What follows belongs to an exercise in optimizing a design on an open flow for small area, a short achievable clock period and few clock cycles; a production flow would make more cautious choices.
Only simulation tests tie the RTL to the original design; equivalence was not proved.
No activity file was given, so power comes from the tool's default toggle rates.

Design cpu_hazard, start of the top module:
module cpu_hazard(input wire clk,
           input wire rst,
           input wire enable,
           input wire start,
           output wire d_we,
           output wire [7:0] i_addr,
           output wire [7:0] d_addr,
           input  wire [15:0] i_datain,
           input  wire [15:0] d_datain,
           output wire [15:0] d_dataout,
           output wire busy
    );
export LEC_CHECK = 0
export CAP_MARGIN = 20
export CORE_MARGIN = 2
export CORE_UTILIZATION = 40
export PLACE_DENSITY = 0.75
export SETUP_SLACK_MARGIN = 2.5
export SLEW_MARGIN = 20
create_clock -name core_clock -period 6.0 [get_ports {clk}]
standard.sh (not shown) runs the stock make flow with config.mk's settings and CLKGATE_MAP_FILE= SYNTH_SCRIPT=/design/flow/synth_recipe.tcl, a recipe that flattens the netlist after the stock synthesis.
==> flow/flow/run.sh <==
#!/bin/bash
# Layout flow: the standard ORFS flow (standard synthesis, floorplan, power grid,
# placement, CTS, routing) with two changes to how the resizer works:
#  - ports are buffered with a plain buffer (buf_4) instead of the delay cell the
#    platform picks by default;
#  - the resizer may change a cell to any equivalent cell, not only one with the
#    same footprint (MATCH_CELL_FOOTPRINT=0).
# ORFS writes each step's full log under orfs/logs; make's own output goes to flow.log.
set -euo pipefail
bash standard.sh MATCH_CELL_FOOTPRINT=0 "BUFFER_PORTS_ARGS=-buffer_cell sky130_fd_sc_hd__buf_4" finish > flow.log 2>&1
Testbench counts at the start, summed over its fixed seeds: cycles 82,400.
Edit:
==> flow/flow/run.sh (replaced) <==
#!/bin/bash
# Layout flow: the standard ORFS flow (standard synthesis, floorplan, power grid,
# placement, CTS, routing) with these changes to how the layout is made:
#  - ports are buffered with a plain buffer (buf_2) instead of the delay cell the
#    platform picks by default;
#  - the resizer may change a cell to any equivalent cell, not only one with the
#    same footprint (MATCH_CELL_FOOTPRINT=0);
#  - clock tree synthesis adds no dummy load cells (the standard CTS arguments
#    plus -dont_use_dummy_load).
# ORFS writes each step's full log under orfs/logs; make's own output goes to flow.log.
set -euo pipefail
bash standard.sh MATCH_CELL_FOOTPRINT=0 \
  "BUFFER_PORTS_ARGS=-buffer_cell sky130_fd_sc_hd__buf_2" \
  "CTS_ARGS=-sink_clustering_enable -repair_clock_nets -dont_use_dummy_load" \
  finish > flow.log 2>&1
PLACE_DENSITY = default   (was 0.75)
Clock skew is lower by 5.4 ps; via count drops by 1.7%; combinational power is about the same.
Edit:
==> flow/flow/run.sh (replaced) <==
#!/bin/bash
# Layout flow: the standard ORFS flow (standard synthesis, floorplan, power grid,
# placement, CTS, routing) with these changes to how the layout is made:
#  - ports are buffered with a plain buffer (buf_4) instead of the delay cell the
#    platform picks by default;
#  - the resizer may change a cell to any equivalent cell, not only one with the
#    same footprint (MATCH_CELL_FOOTPRINT=0);
#  - clock tree synthesis adds no dummy load cells (the standard CTS arguments
#    plus -dont_use_dummy_load),
#    with clusters of up to 20 sinks within 200 um.
# ORFS writes each step's full log under orfs/logs; make's own output goes to flow.log.
set -euo pipefail
bash standard.sh MATCH_CELL_FOOTPRINT=0 \
  "BUFFER_PORTS_ARGS=-buffer_cell sky130_fd_sc_hd__buf_4" \
  "CTS_ARGS=-sink_clustering_enable -repair_clock_nets -dont_use_dummy_load -sink_clustering_size 20 -sink_clustering_max_diameter 200" \
  finish > flow.log 2>&1
SETUP_SLACK_MARGIN = 2.4   (was 2.5)
Wire length drops by 2.2%. Worst setup slack got worse by 140 ps. Die area is unchanged. Utilization shrinks by 1.3 points. Global-route usage fell by 0.52 points. Maximum frequency is lower by 3.9%.
Edit:
==> flow/flow/run.sh (replaced) <==
#!/bin/bash
# Layout flow: the standard ORFS flow (standard synthesis, floorplan, power grid,
# placement, CTS, routing) with two changes to how the resizer works:
#  - ports are buffered with a plain buffer (buf_4) instead of the delay cell the
#    platform picks by default;
#  - the resizer may change a cell to any equivalent cell, not only one with the
#    same footprint (MATCH_CELL_FOOTPRINT=0).
# ORFS writes each step's full log under orfs/logs; make's own output goes to flow.log.
set -euo pipefail
bash standard.sh MATCH_CELL_FOOTPRINT=0 "BUFFER_PORTS_ARGS=-buffer_cell sky130_fd_sc_hd__buf_4" finish > flow.log 2>&1
SETUP_SLACK_MARGIN = 2.5   (was 2.4)
What happened: Wire length is higher by about 2.4%; power went up by about 19%; cell count rose by about 2.4%; setup slack gains 130 ps; via count came out higher by about 2.8%; register-to-register slack gets better by 90 ps.
Edit:
==> flow/flow/run.sh (replaced) <==
#!/bin/bash
# Layout flow: the standard ORFS flow (standard synthesis, floorplan, power grid,
# placement, CTS, routing) with these changes to how the layout is made:
#  - ports are buffered with a plain buffer (buf_4) instead of the delay cell the
#    platform picks by default;
#  - the resizer may change a cell to any equivalent cell, not only one with the
#    same footprint (MATCH_CELL_FOOTPRINT=0);
#  - clock tree synthesis adds no dummy load cells (the standard CTS arguments
#    plus -dont_use_dummy_load).
# ORFS writes each step's full log under orfs/logs; make's own output goes to flow.log.
set -euo pipefail
bash standard.sh MATCH_CELL_FOOTPRINT=0 \
  "BUFFER_PORTS_ARGS=-buffer_cell sky130_fd_sc_hd__buf_4" \
  "CTS_ARGS=-sink_clustering_enable -repair_clock_nets -dont_use_dummy_load" \
  finish > flow.log 2>&1
SETUP_SLACK_MARGIN = 2.7   (was 2.5)
=>
- clock power falls by 22%
- critical path depth drops by 1
- global-route usage grows by 0.42 points
- power shrinks by 5.6%
- worst hold slack loses 8.7 ps
- sequential power barely changes
- final cell count went up by 1.1%
- worst setup slack improves by 140 ps
- design area climbs by 3.6%
- first-iteration DRC count shrinks by about 20%
Edit:
SETUP_SLACK_MARGIN = 2.5   (was 2.7)
Effect:
- synthesized cell count stays the same
- sequential power stays flat
- area after synthesis does not change

## afterwards: timing with drivers on the ports
No port has a modelled driver above. Below, the same layouts with a new extraction and two added sets of constraints. Step 1 (the two cells are an assumption about what drives the block):
set clk [get_ports {clk}]
set_driving_cell -lib_cell sky130_fd_sc_hd__clkbuf_16 $clk
set_driving_cell -lib_cell sky130_fd_sc_hd__buf_2 [delete_from_list [all_inputs] $clk]
Step 2 times the ports against the registers' clock, not the clock port: input delays grow and output delays shrink by t, the midpoint of the rising clock arrivals with the driver on. Slacks: no drivers / after step 1 / after step 2; pairs: no drivers / after step 1.
run	t (ns)	slack for setup (ns)	worst setup path at the end	clock arrival spread, ns	worst slew at a driven data input, ns
the first run	0.562	2.493 / 2.493 / 1.997	input to register	0.032 / 0.032	0.05
the second run	0.556	2.570 / 2.559 / 2.060	input to register	0.028 / 0.028	0.04
the third run	0.520	2.430 / 2.436 / 1.917	input to register	0.046 / 0.047	0.05
the fourth run	0.575	2.560 / 2.507 / 2.036	input to register	0.013 / 0.013	0.04
the fifth run	0.560	2.696 / 2.577 / 2.017	input to register	0.064 / 0.064	0.20
the sixth run	0.560	2.569 / 2.517 / 2.067	input to register	0.025 / 0.025	0.04
After both steps setup and hold are still met in every run listed. For the fifth run, which loses most, drivers alone change the setup slack by -0.119 ns; drivers and shift together by -0.679 ns.
